Context: an optimization exercise on an open-source flow, tuned for small area, a short achievable clock period and few clock cycles per item. The choices shown serve that exercise and are no tape-out recipe.
The RTL was checked by simulation tests, not by an equivalence proof against the original design.

==> job 8364: inputs <==
==> flow/design.v (excerpt) <==
module Det (clock, reset, go, readAddress, writeAddress,
            WE, readbus, writebus, overflow, finished);
==> flow/config.mk <==
export PLATFORM = sky130hd
export DESIGN_NAME = Det
export DESIGN_NICKNAME = Det
export VERILOG_FILES = /design/flow/design.v
export SDC_FILE = /design/flow/constraint.sdc
export NUM_CORES = 4
export LEC_CHECK = 0
export CAP_MARGIN = 20
export CORE_MARGIN = 2
export CORE_UTILIZATION = 65
export PLACE_DENSITY = 0.85
export SLEW_MARGIN = 20
export SYNTH_HIERARCHICAL = 1
==> flow/constraint.sdc <==
create_clock -name core_clock -period 15.0 [get_ports {clock}]
set_input_delay 3.0000 -clock core_clock [delete_from_list [all_inputs] [get_ports {clock}]]
set_output_delay 3.0000 -clock core_clock [all_outputs]
set_load 0.01 [all_outputs]
standard.sh (not shown) runs the stock make flow with config.mk's settings and CLKGATE_MAP_FILE= SYNTH_SCRIPT=/design/flow/synth_recipe.tcl, a recipe that flattens the netlist after the stock synthesis.
==> flow/flow/run.sh <==
#!/bin/bash
# Standard ORFS layout, with repair_timing aiming for extra setup slack
# (the clock period and constraints are the design's own), the smallest
# buffer on each port, and ABC sizing cells for a 1 fF output load.
set -euo pipefail
export SETUP_SLACK_MARGIN=${FLOW_SETUP_MARGIN:-9}
export BUFFER_PORTS_ARGS="-buffer_cell sky130_fd_sc_hd__buf_1"
bash standard.sh ABC_LOAD_IN_FF=1 finish > standard.log 2>&1
==> job 2233: changes against job 8364 <==
- PLACE_DENSITY: 0.85 -> default
==> qor summary <==
|  | job 8364 | job 2233 |
|---|---|---|
| Post-route cell area | 24900 sq um | 24800 sq um |
| Clock-cell share of area | 2.42% | 2.48% |
| Pre-CTS setup slack | 8.81 ns | 8.70 ns |
| Vias after detailed routing | 19800 | 19400 |
| Multi-input logic portion of the cell area | 76.3% | 76.4% |
| Register-to-register path setup slack | 9.12 ns | 9.12 ns |
| GR Util met1 | 49.9% | 49.3% |
| Slowest stage cell, crit path | fa_1 | dfxtp_2 |
| Largest stage delay on the critical path | 0.53 ns | 0.66 ns |
| Data arrival time at the worst-slack endpoint | 6.22 ns | 6.23 ns |
| Outcome | no timing/DRC/antenna violations | no timing/DRC/antenna violations |
| Number of DRC markers after the initial detailed-route iteration | 2695 | 2334 |
| Minimum setup slack in the final design | 9.12 ns | 9.12 ns |
Testbench counts of job 8364, summed over its fixed seeds: cycles 5,128, dets 320.
Testbench counts of job 2233, summed over its fixed seeds: cycles 5,128, dets 320.

* * *

==> build 19 <==
Det, a different RTL version from the one above (not shown whole).
==> flow/config.mk <==
export PLATFORM = sky130hd
export DESIGN_NAME = Det
export DESIGN_NICKNAME = Det
export VERILOG_FILES = /design/flow/design.v
export SDC_FILE = /design/flow/constraint.sdc
export NUM_CORES = 4
export LEC_CHECK = 0
export CAP_MARGIN = 20
export CORE_MARGIN = 2
export CORE_UTILIZATION = 40
export SLEW_MARGIN = 20
export SYNTH_HIERARCHICAL = 1
==> flow/constraint.sdc <==
create_clock -name core_clock -period 15.0 [get_ports {clock}]
set_input_delay 3.0000 -clock core_clock [delete_from_list [all_inputs] [get_ports {clock}]]
set_output_delay 3.0000 -clock core_clock [all_outputs]
set_load 0.01 [all_outputs]
==> flow/flow/run.sh <==
#!/bin/bash
# Standard ORFS layout, with repair_timing aiming for extra setup slack
# (the clock period and constraints are the design's own).
set -euo pipefail
export SETUP_SLACK_MARGIN=${FLOW_SETUP_MARGIN:-10}
bash standard.sh > standard.log 2>&1
==> trial 9 (differences from build 19) <==
==> flow/flow/run.sh (replaced) <==
#!/bin/bash
# Standard ORFS layout, with repair_timing aiming for extra setup slack
# (the clock period and constraints are the design's own) and the smallest
# buffer on each port.
set -euo pipefail
export SETUP_SLACK_MARGIN=${FLOW_SETUP_MARGIN:-9}
export BUFFER_PORTS_ARGS="-buffer_cell sky130_fd_sc_hd__buf_1"
bash standard.sh > standard.log 2>&1
--- a/flow/config.mk
+++ b/flow/config.mk
@@ -8,5 +8,5 @@
 export CAP_MARGIN = 20
 export CORE_MARGIN = 2
-export CORE_UTILIZATION = 40
+export CORE_UTILIZATION = 65
 export SLEW_MARGIN = 20
 export SYNTH_HIERARCHICAL = 1
==> results.json <==
{
  "die_h_um": 250,
  "wl_met3_um": 7440,
  "grtUsageTotal_pct": 26.1,
  "rrSetupSlack_ps": 9500,
  "nWellTaps": 782,
  "hpwlAfterDp_um": 57000,
  "timing.fmax_ghz": 0.182,
  "critical_path_required_ps": 15400,
  "syn_to_final_growth_pct": 17.9,
  "status": "no timing/DRC/antenna violations",
  "place.gp.congestion": 0.946,
  "core-area_um2": 60200,
  "final_cell_mix": "xnor2_1, a22oi_1, fa_1",
  "postCtsSetupBuffers": 51,
  "grt_util_met2_pct": 41.1,
  "wirelength_um": 83300,
  "post_cts_resized": 228,
  "seq_area_um2": 4050
}
# the run above: build 19

==> results.json <==
{
  "dominant_cells": "multi-input gates",
  "place.gp.congestion": 1.01,
  "core-area_um2": 36700,
  "nWellTaps": 468,
  "cp.depth": 15,
  "syn_to_final_growth_pct": 3.61,
  "grt_util_met2_pct": 63.2,
  "seq_area_um2": 3900,
  "final_cell_mix": "xnor2_1, a22oi_1, fa_1",
  "hpwlAfterDp_um": 54300,
  "post_cts_resized": 7,
  "timing.fmax_ghz": 0.172,
  "critical_path_required_ps": 15290,
  "postCtsSetupBuffers": 0,
  "grtUsageTotal_pct": 39.8,
  "status": "no timing/DRC/antenna violations",
  "rrSetupSlack_ps": 9180,
  "die_h_um": 197
}
# the run above: trial 9

Testbench counts of build 19, summed over its fixed seeds: cycles 5,128, dets 320.
Testbench counts of trial 9, summed over its fixed seeds: cycles 5,128, dets 320.

* * *

==> run K <==
Another version of the RTL of Det (not shown whole).
==> flow/config.mk <==
export PLATFORM = sky130hd
export DESIGN_NAME = Det
export DESIGN_NICKNAME = Det
export VERILOG_FILES = /design/flow/design.v
export SDC_FILE = /design/flow/constraint.sdc
export NUM_CORES = 4
export LEC_CHECK = 0
export CAP_MARGIN = 20
export CORE_MARGIN = 2
export CORE_UTILIZATION = 40
export SLEW_MARGIN = 20
export SYNTH_HIERARCHICAL = 1
==> flow/constraint.sdc <==
create_clock -name core_clock -period 15.0 [get_ports {clock}]
set_input_delay 3.0000 -clock core_clock [delete_from_list [all_inputs] [get_ports {clock}]]
set_output_delay 3.0000 -clock core_clock [all_outputs]
set_load 0.01 [all_outputs]
run.sh (not shown) runs the stock make flow with config.mk's settings and CLKGATE_MAP_FILE= SYNTH_SCRIPT=/design/flow/synth_recipe.tcl, a recipe that flattens the netlist after the stock synthesis.
Stock flow here: none of the scripts above is used.
==> run Y (differences from run K) <==
==> flow/flow/run.sh (new file) <==
#!/bin/bash
# Standard ORFS layout, with repair_timing aiming for extra setup slack
# (the clock period and constraints are the design's own).
set -euo pipefail
export SETUP_SLACK_MARGIN=${FLOW_SETUP_MARGIN:-9.5}
bash standard.sh > standard.log 2>&1
==> flow/standard.sh (new file) <==
#!/bin/bash
# synth_recipe.tcl (not shown) runs the flow's synth.tcl, then flattens the netlist and writes it again
# the make line also repeats each setting of config.mk as NAME=value (left out here)
make -C /OpenROAD-flow-scripts/flow DESIGN_CONFIG=/design/flow/config.mk WORK_HOME=/design/flow/orfs CLKGATE_MAP_FILE= SYNTH_SCRIPT=/design/flow/synth_recipe.tcl "${@:-finish}"
removed: flow/run.sh
==> run G (differences from run K) <==
==> flow/flow/run.sh (new file) <==
#!/bin/bash
# Standard ORFS layout, with repair_timing aiming for extra setup slack
# (the clock period and constraints are the design's own).
set -euo pipefail
export SETUP_SLACK_MARGIN=${FLOW_SETUP_MARGIN:-10}
bash standard.sh > standard.log 2>&1
==> flow/standard.sh (new file) <==
#!/bin/bash
# synth_recipe.tcl (not shown) runs the flow's synth.tcl, then flattens the netlist and writes it again
# the make line also repeats each setting of config.mk as NAME=value (left out here)
make -C /OpenROAD-flow-scripts/flow DESIGN_CONFIG=/design/flow/config.mk WORK_HOME=/design/flow/orfs CLKGATE_MAP_FILE= SYNTH_SCRIPT=/design/flow/synth_recipe.tcl "${@:-finish}"
removed: flow/run.sh
==> run notes <==
Result of the run: run G no timing/DRC/antenna violations; run Y no timing/DRC/antenna violations; run K no timing/DRC/antenna violations
Last weighted congestion value of the routability-driven placer: run G 0.975; run Y 0.929; run K 0.942
Post-route cell area: run G 30,900 um2; run Y 29,400 um2; run K 26,800 um2
Worst R2R Setup Slack: run G 8.75 ns; run Y 8.75 ns; run K 7.94 ns
Cell type of the slowest stage on the worst timing path: run G sky130_fd_sc_hd__fa_1; run Y sky130_fd_sc_hd__fa_2; run K sky130_fd_sc_hd__dfxtp_1
Share of cells above drive strength 1: run G 23.8%; run Y 17.8%; run K 4.65%
CTS-repair resized insts: run G 430; run Y 310; run K 0
Reg-to-Reg Start: run G F1[8]$_SDFFE_PP0N_; run Y OP2[3]$_DFF_P_; run K F1[16]$_SDFFE_PP0N_
Critical Path AT: run G 6.61 ns; run Y 6.60 ns; run K 7.39 ns
Final critical-path share of the clock period: run G 41.7%; run Y 41.7%; run K 47.1%
Rel. slew slack: run G 41.0%; run Y 44.8%; run K 29.9%
Count of inserted antenna diode cells: run G 0; run Y 1; run K 0
M1 GR Usage: run G 37.1%; run Y 35.1%; run K 37.1%
Critical Path Stages: run G 20; run Y 20; run K 19
Total number of nets in the final design: run G 3,129; run Y 3,063; run K 2,977
CP required: run G 15.36 ns; run Y 15.35 ns; run K 15.33 ns
Post-Place Cells: run G 3,287; run Y 3,292; run K 3,297
Global routing met3 resource utilization: run G 5.53%; run Y 5.30%; run K 3.69%
Average detailed-routed wire length per instance: run G 26.8 um; run Y 25.9 um; run K 24.5 um
Testbench counts of run K, summed over its fixed seeds: cycles 5,128, dets 320.
Testbench counts of run Y, summed over its fixed seeds: cycles 5,128, dets 320.
Testbench counts of run G, summed over its fixed seeds: cycles 5,128, dets 320.

* * *

==> branch amber <==
Starting RTL as in the previous note.
export LEC_CHECK = 0
export CAP_MARGIN = 20
export CORE_MARGIN = 2
export CORE_UTILIZATION = 40
export SLEW_MARGIN = 20
export SYNTH_HIERARCHICAL = 1
create_clock -name core_clock -period 15.0 [get_ports {clock}]
standard.sh (not shown) runs the stock make flow with config.mk's settings and CLKGATE_MAP_FILE= SYNTH_SCRIPT=/design/flow/synth_recipe.tcl, a recipe that flattens the netlist after the stock synthesis.
==> flow/flow/run.sh <==
#!/bin/bash
# Standard ORFS layout, with repair_timing aiming for extra setup slack
# (the clock period and constraints are the design's own).
set -euo pipefail
export SETUP_SLACK_MARGIN=${FLOW_SETUP_MARGIN:-8.5}
bash standard.sh > standard.log 2>&1
==> branch raven: changes against branch amber <==
==> flow/run.sh (new file) <==
#!/bin/bash
# synth_recipe.tcl (not shown) runs the flow's synth.tcl, then flattens the netlist and writes it again
# the make line also repeats each setting of config.mk as NAME=value (left out here)
make -C /OpenROAD-flow-scripts/flow DESIGN_CONFIG=/design/flow/config.mk WORK_HOME=/design/flow/orfs CLKGATE_MAP_FILE= SYNTH_SCRIPT=/design/flow/synth_recipe.tcl finish
Settings changed: ABC_CLOCK_PERIOD_IN_PS from default to 5000.
removed: flow/flow/run.sh
removed: flow/standard.sh
==> qor summary <==
| quantity | branch amber | branch raven |
|---|---|---|
| Run status | no timing/DRC/antenna violations | no timing/DRC/antenna violations |
| Worst hold margin | 0.4558 ns | 0.4595 ns |
| Worst R2R Start | OP2[0] | F1[16] |
| Max-slew headroom at the worst pin | 43.40% | 29.85% |
| Number of search-and-repair iterations in the first detailed-routing pass | 7 | 6 |
| Setup Slack @ Placement | 8.031 ns | 8.059 ns |
| Buffers outside the clock class | 141 | 127 |
| Proportion of layout cells with a drive suffix above 1 | 9.617% | 4.655% |
| Antenna violations before repair | 5 | 1 |
| Fin worst setup slack | 8.565 ns | 7.935 ns |
| Stage delay of the slowest cell on the critical path | 0.57 ns | 1.02 ns |
| Filler Cell Count | 5807 | 5925 |
| Fin crit period | 6.435 ns | 7.065 ns |
| Finished Layout Cells | 3345 | 3329 |
| N_diodes | 2 | 0 |
| Footprint of the multi-input gates | 0.02030 sq mm | 0.02003 sq mm |
| Proportion of cell area occupied by multi-input gates | 73.05% | 74.86% |
| Global routing usage summed across all routing layers | 25.45% | 25.43% |
| Unrepaired setup endpoints after global routing | yes | no |
| Highest clock frequency the design can meet | 155.4 MHz | 141.5 MHz |
| Vias after detailed routing | 20790 | 20300 |
| Global-route wire length before repair | 127100 um | 127000 um |
| Setup skew after layout | 0.01223 ns | 0.01867 ns |
Testbench counts of branch amber, summed over its fixed seeds: cycles 5,128, dets 320.
Testbench counts of branch raven, summed over its fixed seeds: cycles 5,128, dets 320.

* * *

==> inputs of run a <==
Det with an RTL version that a note above also has.
Settings: LEC_CHECK=0, CAP_MARGIN=20, CORE_MARGIN=2, CORE_UTILIZATION=40, SLEW_MARGIN=20, SYNTH_HIERARCHICAL=1; clock period 15.0 ns.
==> flow/flow/run.sh <==
#!/bin/bash
# Standard ORFS layout, with repair_timing aiming for extra setup slack
# (the clock period and constraints are the design's own).
set -euo pipefail
export SETUP_SLACK_MARGIN=${FLOW_SETUP_MARGIN:-9}
bash standard.sh > standard.log 2>&1
==> run b: changes against run a <==
==> flow/flow/run.sh (replaced) <==
#!/bin/bash
# Standard ORFS layout, with repair_timing aiming for extra setup slack
# (the clock period and constraints are the design's own), the smallest
# buffer on each port, and ABC sizing cells for a 1 fF output load.
set -euo pipefail
export SETUP_SLACK_MARGIN=${FLOW_SETUP_MARGIN:-9.5}
export BUFFER_PORTS_ARGS="-buffer_cell sky130_fd_sc_hd__buf_1"
bash standard.sh ABC_LOAD_IN_FF=1 finish > standard.log 2>&1
--- a/flow/config.mk
+++ b/flow/config.mk
@@ -9,3 +9,3 @@
 export CORE_MARGIN = 2
-export CORE_UTILIZATION = 40
+export CORE_UTILIZATION = 65
 export SLEW_MARGIN = 20
==> run c: changes against run a <==
--- a/flow/config.mk
+++ b/flow/config.mk
@@ -7,2 +7,3 @@
 export LEC_CHECK = 0
+export ABC_AREA = 1
 export CAP_MARGIN = 20
==> run d: changes against run a <==
==> flow/flow/run.sh (replaced) <==
#!/bin/bash
# Standard ORFS layout, with repair_timing aiming for extra setup slack
# (the clock period and constraints are the design's own), the smallest
# buffer on each port, and ABC sizing cells for a 1 fF output load.
set -euo pipefail
export SETUP_SLACK_MARGIN=${FLOW_SETUP_MARGIN:-9}
export BUFFER_PORTS_ARGS="-buffer_cell sky130_fd_sc_hd__buf_1"
bash standard.sh ABC_LOAD_IN_FF=1 finish > standard.log 2>&1
--- a/flow/config.mk
+++ b/flow/config.mk
@@ -9,3 +9,3 @@
 export CORE_MARGIN = 2
-export CORE_UTILIZATION = 40
+export CORE_UTILIZATION = 65
 export SLEW_MARGIN = 20
==> qor summary <==
Status: run b no timing/DRC/antenna violations; run d no timing/DRC/antenna violations; run c no timing/DRC/antenna violations; run a no timing/DRC/antenna violations
Instance area after placement: run b 24,040 µm²; run d 23,990 µm²; run c 25,250 µm²; run a 25,200 µm²
Insertion delay of the later-clocked pin in the worst-skew pair: run b 0.46 ns; run d 0.47 ns; run c 0.50 ns; run a 0.50 ns
Global Route Usage Sum: run b 0.3950; run d 0.3882; run c 0.2941; run a 0.2470
Total area of multi-input combinational cells: run b 20,160 µm²; run d 18,920 µm²; run c 19,090 µm²; run a 19,340 µm²
Detailed-route wire length per cell: run b 26.79 µm; run d 26.02 µm; run c 26.60 µm; run a 24.63 µm
Hold WS: run b 0.4324 ns; run d 0.4397 ns; run c 0.4345 ns; run a 0.4240 ns
Logic depth of the worst path, buffers included: run b 18; run d 16; run c 20; run a 17
Detailed-route via count: run b 19,760; run d 19,330; run c 21,130; run a 18,890
Starting Density: run b 0.6568; run d 0.6568; run c 0.4028; run a 0.4032
Final non-clock buffer share: run b 0.04689; run d 0.02614; run c 0.05200; run a 0.03896
CTS clock-pin slew for the worst setup and hold paths: run b 0.08 ns; run d 0.09 ns; run c 0.09 ns; run a 0.09 ns
Endpoint with the worst hold slack: run b OPn[1]; run d OPn[1]; run c N[26]; run a OPn[1]
Xor and xnor fraction of the mapped netlist area: run b 0.1809; run d 0.1809; run c 0.1645; run a 0.1778
Highest Clock Rate: run b 182.3 MHz; run d 169.2 MHz; run c 167.4 MHz; run a 170.8 MHz
Number of buffers other than clock buffers in the final layout: run b 154; run d 114; run c 149; run a 104
Seq/total area: run b 0.1493; run d 0.1587; run c 0.1438; run a 0.1518
Layout-stage area growth over the synthesis result: run b 11.77%; run d 3.847%; run c 12.09%; run a 7.093%
Worst-case headroom to the max-slew limit: run b 0.3604; run d 0.3860; run c 0.2407; run a 0.2335
HPWL reported at the end of detailed placement: run b 53,010 µm; run d 52,970 µm; run c 69,790 µm; run a 56,700 µm
Multi-input logic cell count: run b 2,000; run d 2,000; run c 2,110; run a 2,000
Final design area excluding fillers: run b 26,680 µm²; run d 24,790 µm²; run c 27,090 µm²; run a 26,010 µm²
Depth of the most critical reg-to-reg path: run b 18; run d 16; run c 20; run a 17
Unique cell type count in the Yosys netlist: run b 57; run d 57; run c 46; run a 58
Fillers: run b 2,619; run d 2,935; run c 5,775; run a 5,656
Testbench counts of run a, summed over its fixed seeds: cycles 5,128, dets 320.
Testbench counts of run b, summed over its fixed seeds: cycles 5,128, dets 320.
Testbench counts of run c, summed over its fixed seeds: cycles 5,128, dets 320.
Testbench counts of run d, summed over its fixed seeds: cycles 5,128, dets 320.

-- port drivers added, routing unchanged --
The results above use ideal ports. As a check the final layouts listed here were re-extracted and re-timed, cells and wires unchanged. Step 1 (the two cells are an assumption about what drives the block):
set clk [get_ports {clock}]
set_driving_cell -lib_cell sky130_fd_sc_hd__clkbuf_16 $clk
set_driving_cell -lib_cell sky130_fd_sc_hd__buf_2 [delete_from_list [all_inputs] $clk]
Step 2 times the ports against the registers' clock, not the clock port: input delays grow and output delays shrink by t, the midpoint of the rising clock arrivals with the driver on. a / b / c = no drivers / after step 1 / after step 2; a / b = the first two.
run | t, ns | slack for setup (ns) | worst hold slack (ns) | cell pins on the clock port's net
job 8364 | 0.510 | 9.120 / 9.120 / 8.782 | 0.438 / 0.438 / 0.438 | 1
job 2233 | 0.516 | 9.119 / 9.119 / 8.759 | 0.427 / 0.427 / 0.427 | 1
build 19 | 0.544 | 9.499 / 9.499 / 9.449 | 0.455 / 0.455 / 0.455 | 1
trial 9 | 0.524 | 9.180 / 9.180 / 8.867 | 0.425 / 0.425 / 0.425 | 1
run K | 0.506 | 7.935 / 7.935 / 7.935 | 0.460 / 0.460 / 0.460 | 1
run Y | 0.526 | 8.746 / 8.746 / 8.746 | 0.469 / 0.469 / 0.469 | 1
run G | 0.550 | 8.748 / 8.748 / 8.748 | 0.508 / 0.508 / 0.508 | 1
branch amber | 0.508 | 8.565 / 8.565 / 8.565 | 0.456 / 0.456 / 0.456 | 1
branch raven | 0.506 | 7.935 / 7.935 / 7.935 | 0.460 / 0.460 / 0.460 | 1
run a | 0.544 | 9.144 / 9.144 / 8.722 | 0.424 / 0.424 / 0.424 | 1
run b | 0.510 | 9.516 / 9.516 / 9.075 | 0.432 / 0.432 / 0.432 | 1
run c | 0.552 | 9.025 / 9.025 / 8.556 | 0.434 / 0.434 / 0.434 | 1
run d | 0.516 | 9.089 / 9.089 / 8.615 | 0.440 / 0.440 / 0.440 | 1
After both steps every run listed still meets setup and hold. The setup slack of run d, which loses most, moves by 0.000 ns with the drivers and by -0.474 ns with both steps.
